This design comes from an exercise in tuning for small area on the open sky130 flow, not from production work.
In this exercise RTL edits were held to simulation tests only and were not proved equivalent to the original.
The clock port is modelled as an ideal driver; clocking choices that lean on that would not hold on a real chip.
Power is estimated from default activity; no workload was simulated.

==> flow/design.v <==
module SevenHexDecoder(
	input [7:0] i_hex,
	input i_mode,
	output logic [6:0] o_seven_ten,
	output logic [6:0] o_seven_one
);
	parameter D0 = 7'b1000000;
	parameter D1 = 7'b1111001;
	parameter D2 = 7'b0100100;
	parameter D3 = 7'b0110000;
	parameter D4 = 7'b0011001;
	parameter D5 = 7'b0010010;
	parameter D6 = 7'b0000010;
	parameter D7 = 7'b1011000;
	parameter D8 = 7'b0000000;
	parameter D9 = 7'b0010000;
	parameter DA = 7'b0001000;
	parameter DB = 7'b0000011;
	parameter DC = 7'b1000110;
	parameter DD = 7'b0100001;
	parameter DE = 7'b0000110;
	parameter DF = 7'b0001110;
	always_comb begin
		if (i_mode == 0) begin
			case(i_hex[3:0])
				4'h0: begin o_seven_ten = D0; o_seven_one = D0; end
				4'h1: begin o_seven_ten = D0; o_seven_one = D1; end
				4'h2: begin o_seven_ten = D0; o_seven_one = D2; end
				4'h3: begin o_seven_ten = D0; o_seven_one = D3; end
				4'h4: begin o_seven_ten = D0; o_seven_one = D4; end
				4'h5: begin o_seven_ten = D0; o_seven_one = D5; end
				4'h6: begin o_seven_ten = D0; o_seven_one = D6; end
				4'h7: begin o_seven_ten = D0; o_seven_one = D7; end
				4'h8: begin o_seven_ten = D0; o_seven_one = D8; end
				4'h9: begin o_seven_ten = D0; o_seven_one = D9; end
				4'ha: begin o_seven_ten = D1; o_seven_one = D0; end
				4'hb: begin o_seven_ten = D1; o_seven_one = D1; end
				4'hc: begin o_seven_ten = D1; o_seven_one = D2; end
				4'hd: begin o_seven_ten = D1; o_seven_one = D3; end
				4'he: begin o_seven_ten = D1; o_seven_one = D4; end
				4'hf: begin o_seven_ten = D1; o_seven_one = D5; end
			endcase
		end
		else begin
			case(i_hex[3:0])
				4'h0: begin o_seven_one = D0; end
				4'h1: begin o_seven_one = D1; end
				4'h2: begin o_seven_one = D2; end
				4'h3: begin o_seven_one = D3; end
				4'h4: begin o_seven_one = D4; end
				4'h5: begin o_seven_one = D5; end
				4'h6: begin o_seven_one = D6; end
				4'h7: begin o_seven_one = D7; end
				4'h8: begin o_seven_one = D8; end
				4'h9: begin o_seven_one = D9; end
				4'ha: begin o_seven_one = DA; end
				4'hb: begin o_seven_one = DB; end
				4'hc: begin o_seven_one = DC; end
				4'hd: begin o_seven_one = DD; end
				4'he: begin o_seven_one = DE; end
				4'hf: begin o_seven_one = DF; end
			endcase
			case(i_hex[7:4])
				4'h0: begin o_seven_ten = D0; end
				4'h1: begin o_seven_ten = D1; end
				4'h2: begin o_seven_ten = D2; end
				4'h3: begin o_seven_ten = D3; end
				4'h4: begin o_seven_ten = D4; end
				4'h5: begin o_seven_ten = D5; end
				4'h6: begin o_seven_ten = D6; end
				4'h7: begin o_seven_ten = D7; end
				4'h8: begin o_seven_ten = D8; end
				4'h9: begin o_seven_ten = D9; end
				4'ha: begin o_seven_ten = DA; end
				4'hb: begin o_seven_ten = DB; end
				4'hc: begin o_seven_ten = DC; end
				4'hd: begin o_seven_ten = DD; end
				4'he: begin o_seven_ten = DE; end
				4'hf: begin o_seven_ten = DF; end
			endcase
		end
	end
endmodule
module Debounce(
	input i_in,
	input i_clk,
	input i_rst,
	output o_debounced,
	output o_neg,
	output o_pos
);
	logic deb_r, neg_r;
	logic [2:0] cnt_r;
	logic flip;
	assign flip = (cnt_r == 3'd0);
	assign o_debounced = deb_r;
	assign o_neg = neg_r;
	assign o_pos = 1'b0;
	always_ff @(posedge i_clk or negedge i_rst) begin
		if (!i_rst) begin
			deb_r <= 1'b0;
			cnt_r <= 3'd0;
			neg_r <= 1'b0;
		end else begin
			deb_r <= deb_r ^ flip;
			cnt_r <= (i_in != deb_r) ? cnt_r - 3'd1 : 3'd7;
			neg_r <= deb_r & flip;
		end
	end
endmodule
module Top(
	input i_clk,
	input i_rst,
	input i_start_0,
	input i_start_1,
	output logic [7:0] o_random_out,
	output logic o_mode
);
	localparam logic [9:0] LO_LAST = 10'b1010110010;  
	localparam logic [5:0] IDX_LAST = 6'b010011;      
	logic run;
	logic [30:0] lfsr;
	logic [9:0] lo;
	logic [5:0] hi, idx;
	logic start, lo_wrap, hit;
	assign start = i_start_0 | i_start_1;
	assign lo_wrap = (lo == LO_LAST);
	assign hit = (lo == 10'd0) && (hi == idx);
	always_ff @(posedge i_clk or negedge i_rst) begin
		if (!i_rst) begin
			run <= 1'b0;
			lfsr <= 31'd1;
			o_random_out <= 8'd0;
			o_mode <= 1'b0;
		end else begin
			lfsr <= {lfsr[28] ^ lfsr[0], lfsr[30:1]};
			if (start) begin
				o_mode <= ~i_start_0;
				run <= 1'b1;
			end else if (run && hit) begin
				if (o_mode) o_random_out <= lfsr[30:23];
				else o_random_out <= {4'b0000, lfsr[30:27]};
				if (idx == IDX_LAST) run <= 1'b0;
			end
		end
	end
	always_ff @(posedge i_clk) begin
		if (start || hit || lo_wrap) lo <= 10'd0;
		else lo <= {lo[8:0], ~(lo[9] ^ lo[6])};
		if (start || hit) hi <= 6'd0;
		else if (lo_wrap) hi <= {hi[4:0], ~(hi[5] ^ hi[4])};
		if (start) idx <= 6'd0;
		else if (hit) idx <= {idx[4:0], ~(idx[5] ^ idx[4])};
	end
endmodule
module DE2_115(
	input CLOCK_50,
	input RST_N,
	input KEY0,
	input KEY2,
	output [6:0] HEX0,
	output [6:0] HEX1
);
	logic keydown_0, keydown_1;
	logic [7:0] random_value;
	logic mode;
	Debounce deb0(
		.i_in(KEY0),
		.i_rst(RST_N),
		.i_clk(CLOCK_50),
		.o_debounced(),
		.o_neg(keydown_0),
		.o_pos()
	);
	Debounce deb1(
		.i_in(KEY2),
		.i_rst(RST_N),
		.i_clk(CLOCK_50),
		.o_debounced(),
		.o_neg(keydown_1),
		.o_pos()
	);
	Top top0(
		.i_clk(CLOCK_50),
		.i_rst(RST_N),
		.i_start_0(keydown_0),
		.i_start_1(keydown_1),
		.o_random_out(random_value),
		.o_mode(mode)
	);
	SevenHexDecoder seven_dec0(
		.i_hex(random_value),
		.i_mode(mode),
		.o_seven_ten(HEX1),
		.o_seven_one(HEX0)
	);
endmodule
make LEC_CHECK=0 CAP_MARGIN=20 CORE_MARGIN=2 CORE_UTILIZATION=40 CTS_BUF_LIST=sky130_fd_sc_hd__clkbuf_4 CTS_CLUSTER_DIAMETER=100 CTS_CLUSTER_SIZE=40 SLEW_MARGIN=20 finish   # period 8.0 ns
run.sh (not shown) runs the stock make flow with config.mk's settings and CLKGATE_MAP_FILE= SYNTH_SCRIPT=/design/flow/synth_recipe.tcl, a recipe that flattens the netlist after the stock synthesis.
==> next run, changes <==
- CORE_UTILIZATION: 40 -> 70
- CTS_BUF_LIST: sky130_fd_sc_hd__clkbuf_4 -> sky130_fd_sc_hd__clkbuf_8
- CTS_CLUSTER_DIAMETER: 100 -> 200
- CTS_CLUSTER_SIZE: 40 -> 80
- PLACE_DENSITY: unset -> 0.8
After rerunning: Final area drops by 1.2%. Via count rose by 3.2%. Worst hold slack gets worse by 0.0044 ns. Non-clock buffer count went down by 1. Power went up by 1.4%.
==> next run, changes <==
- CORE_UTILIZATION: 70 -> 40
- CTS_BUF_LIST: sky130_fd_sc_hd__clkbuf_8 -> unset
- CTS_CLUSTER_DIAMETER: 200 -> unset
- CTS_CLUSTER_SIZE: 80 -> unset
- PLACE_DENSITY: 0.8 -> unset
Result: Area after synthesis is unchanged; cell count climbs by 15%; sequential power is about the same.

========
DE2_115, a different RTL version from the one above (not shown whole).
Size: about 250 cells after synthesis, about 0.0026 mm2 of cells after synthesis.
==> flow/config.mk <==
export PLATFORM = sky130hd
export DESIGN_NAME = DE2_115
export DESIGN_NICKNAME = DE2_115
export VERILOG_FILES = /design/flow/design.v
export SDC_FILE = /design/flow/constraint.sdc
export NUM_CORES = 4
export LEC_CHECK = 0
export CAP_MARGIN = 20
export CORE_MARGIN = 2
export CORE_UTILIZATION = 65
export PLACE_DENSITY = 0.8
export SLEW_MARGIN = 20
==> flow/constraint.sdc <==
create_clock -name core_clock -period 8.0 [get_ports {CLOCK_50}]
set_input_delay 1.6000 -clock core_clock [delete_from_list [all_inputs] [get_ports {CLOCK_50}]]
set_output_delay 1.6000 -clock core_clock [all_outputs]
set_load 0.01 [all_outputs]
standard.sh (not shown) runs the stock make flow with config.mk's settings and CLKGATE_MAP_FILE= SYNTH_SCRIPT=/design/flow/synth_recipe.tcl, a recipe that flattens the netlist after the stock synthesis.
==> flow/flow/run.sh <==
#!/bin/bash
# Own layout flow. It is the standard layout (standard.sh) with three changes:
#  1. after the standard synthesis, the combinational logic is mapped again with a stronger
#     ABC area script (flow/remap.tcl, four seeds, smallest kept); every flip-flop instance
#     is kept as it is;
#  2. port buffers are buf_1 cells;
#  3. the clock is buffered by flow/cts.tcl: the flip-flops are split into four groups by
#     position and each group gets one clock buffer (buf_8, or buf_12 if the estimated
#     clock slew is high), driven by the clock port.
# Each tool writes its full output to a log file of its own in this folder.
set -euo pipefail
R=orfs/results/sky130hd/DE2_115/base
export BUFFER_PORTS_ARGS="-buffer_cell sky130_fd_sc_hd__buf_1"

bash standard.sh synth > 1_standard_synth.log 2>&1
cp $R/1_2_yosys.v $R/1_2_yosys_standard.v
Y=$FLOW_HOME/../tools/install/yosys/bin/yosys; [ -x $Y ] || Y=yosys
# four ABC runs with different seeds; the smallest netlist is kept
for s in 2 3 5 6; do
  REMAP_T=40 REMAP_SEED=$s REMAP_OUT=$R/1_2_yosys_remap$s.v $Y -c flow/remap.tcl > 1_remap_yosys_$s.log 2>&1 &
done
wait
best=$(for s in 2 3 5 6; do echo "$(awk '/Chip area/ {print $NF}' $R/1_2_yosys_remap$s.v.stat) $s"; done | sort -g | head -1 | cut -d' ' -f2)
echo "remap areas:"; for s in 2 3 5 6; do grep "Chip area" $R/1_2_yosys_remap$s.v.stat; done; echo "kept seed $best"
cp $R/1_2_yosys_remap$best.v $R/1_2_yosys.v
rm -f $R/1_synth.odb
bash standard.sh place > 2_standard_place.log 2>&1
openroad -exit -no_init flow/cts.tcl > 3_cts_openroad.log 2>&1
cp $R/4_1_cts.odb $R/4_cts.odb
bash standard.sh > 4_standard_finish.log 2>&1
test -s out/final.def
==> flow/flow/cts.tcl <==
# Clock buffering in place of TritonCTS: the clock sinks are split into four groups by
# k-means on their positions and each group gets one buffer at its centre, driven
# straight from the clock port (which then feeds four cell pins).
set R orfs/results/sky130hd/DE2_115/base
set P $::env(FLOW_HOME)/platforms/sky130hd
read_liberty $P/lib/sky130_fd_sc_hd__tt_025C_1v80.lib
read_db $R/3_place.odb
read_sdc $R/3_place.sdc
source $P/setRC.tcl
set K 4
set cell sky130_fd_sc_hd__buf_8
set block [ord::get_db_block]
set sinks {}
foreach it [[$block findNet CLOCK_50] getITerms] {
  set inst [$it getInst]
  lassign [$inst getLocation] x y
  lappend sinks [list $x $y [$inst getName]/[[$it getMTerm] getName]]
}
set n [llength $sinks]
set cents {}
set sorted [lsort -real -index 0 $sinks]
for {set i 0} {$i < $K} {incr i} {
  set s [lindex $sorted [expr {int(($i + 0.5) * $n / $K)}]]
  lappend cents [list [lindex $s 0] [lindex $s 1]]
}
for {set iter 0} {$iter < 30} {incr iter} {
  set groups {}
  for {set i 0} {$i < $K} {incr i} { lappend groups {} }
  foreach s $sinks {
    set best 0; set bd 1e30
    for {set i 0} {$i < $K} {incr i} {
      lassign [lindex $cents $i] cx cy
      set d [expr {abs([lindex $s 0] - $cx) + abs([lindex $s 1] - $cy)}]
      if {$d < $bd} { set bd $d; set best $i }
    }
    lset groups $best [concat [lindex $groups $best] [list $s]]
  }
  set cents {}
  foreach g $groups {
    set sx 0; set sy 0
    foreach s $g { set sx [expr {$sx + [lindex $s 0]}]; set sy [expr {$sy + [lindex $s 1]}] }
    set m [llength $g]; if {$m == 0} { set m 1 }
    lappend cents [list [expr {$sx / $m}] [expr {$sy / $m}]]
  }
}
set dbu [$block getDbUnitsPerMicron]
set i 0
foreach g $groups c $cents {
  if {[llength $g] == 0} continue
  set pins {}
  foreach s $g { lappend pins [get_pins [lindex $s 2]] }
  puts "clock group $i: [llength $pins] sinks"
  insert_buffer -buffer_cell $cell -load_pins $pins \
    -location [list [expr {[lindex $c 0] / double($dbu)}] [expr {[lindex $c 1] / double($dbu)}]] \
    -buffer_name clkbuf_g$i -net_name clknet_g$i
  incr i
}
foreach inst [$block getInsts] {
  if {[string match clkbuf_g* [$inst getName]]} {
    foreach it [$inst getITerms] { if {[[$it getMTerm] getName] eq "X"} { [$it getNet] setSigType CLOCK } }
  }
}
detailed_placement
check_placement -verbose
set_propagated_clock [all_clocks]
estimate_parasitics -placement
# If a flip-flop clock pin's estimated slew is high, use stronger buffers.
proc max_clk_slew {} {
  set mx 0
  foreach p [get_pins -hierarchical */CLK] { set s [get_property $p slew_max]; if {$s > $mx} { set mx $s } }
  return $mx
}
set slew [max_clk_slew]
puts "max clock pin slew with $cell: $slew"
if {$slew > 0.115} {
  foreach inst [$block getInsts] {
    if {[string match clkbuf_g* [$inst getName]]} { replace_cell [$inst getName] sky130_fd_sc_hd__buf_12 }
  }
  detailed_placement
  estimate_parasitics -placement
  puts "max clock pin slew with buf_12: [max_clk_slew]"
}
report_clock_skew
report_worst_slack -max
report_worst_slack -min
write_db $R/4_1_cts.odb
exec cp $R/3_place.sdc $R/4_cts.sdc
==> flow/flow/remap.tcl <==
# Maps the combinational logic of the standard synthesis netlist again, for area.
# Flip-flops (and tie cells) are kept as the same instances; everything else is
# flattened into gates and mapped by ABC.
yosys -import
set R orfs/results/sky130hd/DE2_115/base
set lib /OpenROAD-flow-scripts/flow/platforms/sky130hd/lib/sky130_fd_sc_hd__tt_025C_1v80.lib
if {[info exists ::env(FLOW_HOME)]} { set lib $::env(FLOW_HOME)/platforms/sky130hd/lib/sky130_fd_sc_hd__tt_025C_1v80.lib }
set dont_use {}
foreach c {sky130_fd_sc_hd__probe_p_8 sky130_fd_sc_hd__probec_p_8 sky130_fd_sc_hd__lpflow_bleeder_1 sky130_fd_sc_hd__lpflow_clkbufkapwr_1 sky130_fd_sc_hd__lpflow_clkbufkapwr_16 sky130_fd_sc_hd__lpflow_clkbufkapwr_2 sky130_fd_sc_hd__lpflow_clkbufkapwr_4 sky130_fd_sc_hd__lpflow_clkbufkapwr_8 sky130_fd_sc_hd__lpflow_clkinvkapwr_1 sky130_fd_sc_hd__lpflow_clkinvkapwr_16 sky130_fd_sc_hd__lpflow_clkinvkapwr_2 sky130_fd_sc_hd__lpflow_clkinvkapwr_4 sky130_fd_sc_hd__lpflow_clkinvkapwr_8 sky130_fd_sc_hd__lpflow_decapkapwr_12 sky130_fd_sc_hd__lpflow_decapkapwr_3 sky130_fd_sc_hd__lpflow_decapkapwr_4 sky130_fd_sc_hd__lpflow_decapkapwr_6 sky130_fd_sc_hd__lpflow_decapkapwr_8 sky130_fd_sc_hd__lpflow_inputiso0n_1 sky130_fd_sc_hd__lpflow_inputiso0p_1 sky130_fd_sc_hd__lpflow_inputiso1n_1 sky130_fd_sc_hd__lpflow_inputiso1p_1 sky130_fd_sc_hd__lpflow_inputisolatch_1 sky130_fd_sc_hd__lpflow_isobufsrc_1 sky130_fd_sc_hd__lpflow_isobufsrc_16 sky130_fd_sc_hd__lpflow_isobufsrc_2 sky130_fd_sc_hd__lpflow_isobufsrc_4 sky130_fd_sc_hd__lpflow_isobufsrc_8 sky130_fd_sc_hd__lpflow_isobufsrckapwr_16 sky130_fd_sc_hd__lpflow_lsbuf_lh_hl_isowell_tap_1 sky130_fd_sc_hd__lpflow_lsbuf_lh_hl_isowell_tap_2 sky130_fd_sc_hd__lpflow_lsbuf_lh_hl_isowell_tap_4 sky130_fd_sc_hd__lpflow_lsbuf_lh_isowell_4 sky130_fd_sc_hd__lpflow_lsbuf_lh_isowell_tap_1 sky130_fd_sc_hd__lpflow_lsbuf_lh_isowell_tap_2 sky130_fd_sc_hd__lpflow_lsbuf_lh_isowell_tap_4} { lappend dont_use -dont_use $c }
read_liberty -ignore_miss_func $lib
read_verilog $R/1_2_yosys_standard.v
hierarchy -top DE2_115
setattr -mod -set keep_hierarchy 1 sky130_fd_sc_hd__df* sky130_fd_sc_hd__conb_1
flatten
opt_clean -purge
abc -liberty $lib {*}$dont_use -script "+strash;&get,-n;&deepsyn,-T,$::env(REMAP_T),-S,$::env(REMAP_SEED);&put;dch,-f;amap;topo"
opt_clean -purge
hilomap -singleton -hicell sky130_fd_sc_hd__conb_1 HI -locell sky130_fd_sc_hd__conb_1 LO
splitnets
opt_clean -purge
select DE2_115
tee -o $::env(REMAP_OUT).stat stat -liberty $lib
write_verilog -noattr -nohex -nodec -selected $::env(REMAP_OUT)
The baseline went through all stages and came out clean.
Edit:
==> flow/flow/run.sh (replaced) <==
#!/bin/bash
# Own layout flow. It is the standard layout (standard.sh) with three changes:
#  1. after the standard synthesis, the combinational logic is mapped again with a stronger
#     ABC area script (flow/remap.tcl); every flip-flop instance is kept as it is;
#  2. port buffers are buf_1 cells;
#  3. the clock is buffered by flow/cts.tcl: the flip-flops are split into four groups by
#     position and each group gets one clock buffer, driven by the clock port.
# Each tool writes its full output to a log file of its own in this folder.
set -euo pipefail
R=orfs/results/sky130hd/DE2_115/base
export BUFFER_PORTS_ARGS="-buffer_cell sky130_fd_sc_hd__buf_1"

bash standard.sh synth > 1_standard_synth.log 2>&1
cp $R/1_2_yosys.v $R/1_2_yosys_standard.v
Y=$FLOW_HOME/../tools/install/yosys/bin/yosys; [ -x $Y ] || Y=yosys
$Y -c flow/remap.tcl > 1_remap_yosys.log 2>&1
rm -f $R/1_synth.odb
bash standard.sh place > 2_standard_place.log 2>&1
openroad -exit -no_init flow/cts.tcl > 3_cts_openroad.log 2>&1
cp $R/4_1_cts.odb $R/4_cts.odb
bash standard.sh > 4_standard_finish.log 2>&1
test -s out/final.def
--- a/flow/flow/cts.tcl
+++ b/flow/flow/cts.tcl
@@ -10,3 +10,3 @@
 set K 4
-set cell sky130_fd_sc_hd__buf_8
+set cell sky130_fd_sc_hd__buf_12
 set block [ord::get_db_block]
@@ -66,18 +66,2 @@
 estimate_parasitics -placement
-# If a flip-flop clock pin's estimated slew is high, use stronger buffers.
-proc max_clk_slew {} {
-  set mx 0
-  foreach p [get_pins -hierarchical */CLK] { set s [get_property $p slew_max]; if {$s > $mx} { set mx $s } }
-  return $mx
-}
-set slew [max_clk_slew]
-puts "max clock pin slew with $cell: $slew"
-if {$slew > 0.115} {
-  foreach inst [$block getInsts] {
-    if {[string match clkbuf_g* [$inst getName]]} { replace_cell [$inst getName] sky130_fd_sc_hd__buf_12 }
-  }
-  detailed_placement
-  estimate_parasitics -placement
-  puts "max clock pin slew with buf_12: [max_clk_slew]"
-}
 report_clock_skew
--- a/flow/flow/remap.tcl
+++ b/flow/flow/remap.tcl
@@ -15,3 +15,3 @@
 opt_clean -purge
-abc -liberty $lib {*}$dont_use -script "+strash;&get,-n;&deepsyn,-T,$::env(REMAP_T),-S,$::env(REMAP_SEED);&put;dch,-f;amap;topo"
+abc -liberty $lib {*}$dont_use -script "+strash;&get,-n;&deepsyn,-T,40;&put;dch,-f;amap;topo"
 opt_clean -purge
@@ -21,3 +21,3 @@
 select DE2_115
-tee -o $::env(REMAP_OUT).stat stat -liberty $lib
-write_verilog -noattr -nohex -nodec -selected $::env(REMAP_OUT)
+stat -liberty $lib
+write_verilog -noattr -nohex -nodec -selected $R/1_2_yosys.v
--- a/flow/config.mk
+++ b/flow/config.mk
@@ -9,4 +9,3 @@
 export CORE_MARGIN = 2
-export CORE_UTILIZATION = 65
-export PLACE_DENSITY = 0.8
+export CORE_UTILIZATION = 40
 export SLEW_MARGIN = 20
After rerunning: The new run finished with timing, DRC and antenna clean; worst setup slack gets better by 0.11 ns; power climbs by about 9%; global-route usage fell by 8.5 points.

==> afterwards: timing with drivers on the ports <==
The flow's constraints put no driver on any port. The routed layouts listed below were extracted and timed again, unchanged, in two steps.
Step 1 (the two cells are an assumption about what drives the block):
set clk [get_ports {CLOCK_50}]
set_driving_cell -lib_cell sky130_fd_sc_hd__clkbuf_16 $clk
set_driving_cell -lib_cell sky130_fd_sc_hd__buf_2 [delete_from_list [all_inputs] $clk]
Step 2 also shifts input and output timing later by t, the mid clock arrival at the registers, as if the neighbouring blocks saw the same clock.
Slacks: ideal ports / drivers / drivers and shift; pairs: ideal ports / drivers.
| run | shift t [ns] | slack for setup (ns) | worst hold slack (ns) | clock arrival spread, ns | worst slew at a driven data input, ns |
|---|---|---|---|---|---|
| the first run of note 1 | 0.431 | 3.913 / 3.889 / 4.320 | 0.356 / 0.356 / 0.356 | 0.018 / 0.017 | 0.03 |
| the second run of note 1 | 0.363 | 3.973 / 3.947 / 4.310 | 0.351 / 0.351 / 0.351 | 0.010 / 0.011 | 0.03 |
| the third run of note 1 | 0.360 | 3.996 / 3.969 / 4.330 | 0.351 / 0.351 / 0.351 | 0.011 / 0.011 | 0.03 |
| the first run of note 2 | 0.183 | 4.222 / 4.156 / 4.339 | 0.333 / 0.333 / 0.333 | 0.031 / 0.032 | 0.03 |
| the second run of note 2 | 0.189 | 4.335 / 4.259 / 4.448 | 0.349 / 0.349 / 0.349 | 0.015 / 0.016 | 0.03 |
After both steps every run listed still meets setup and hold.
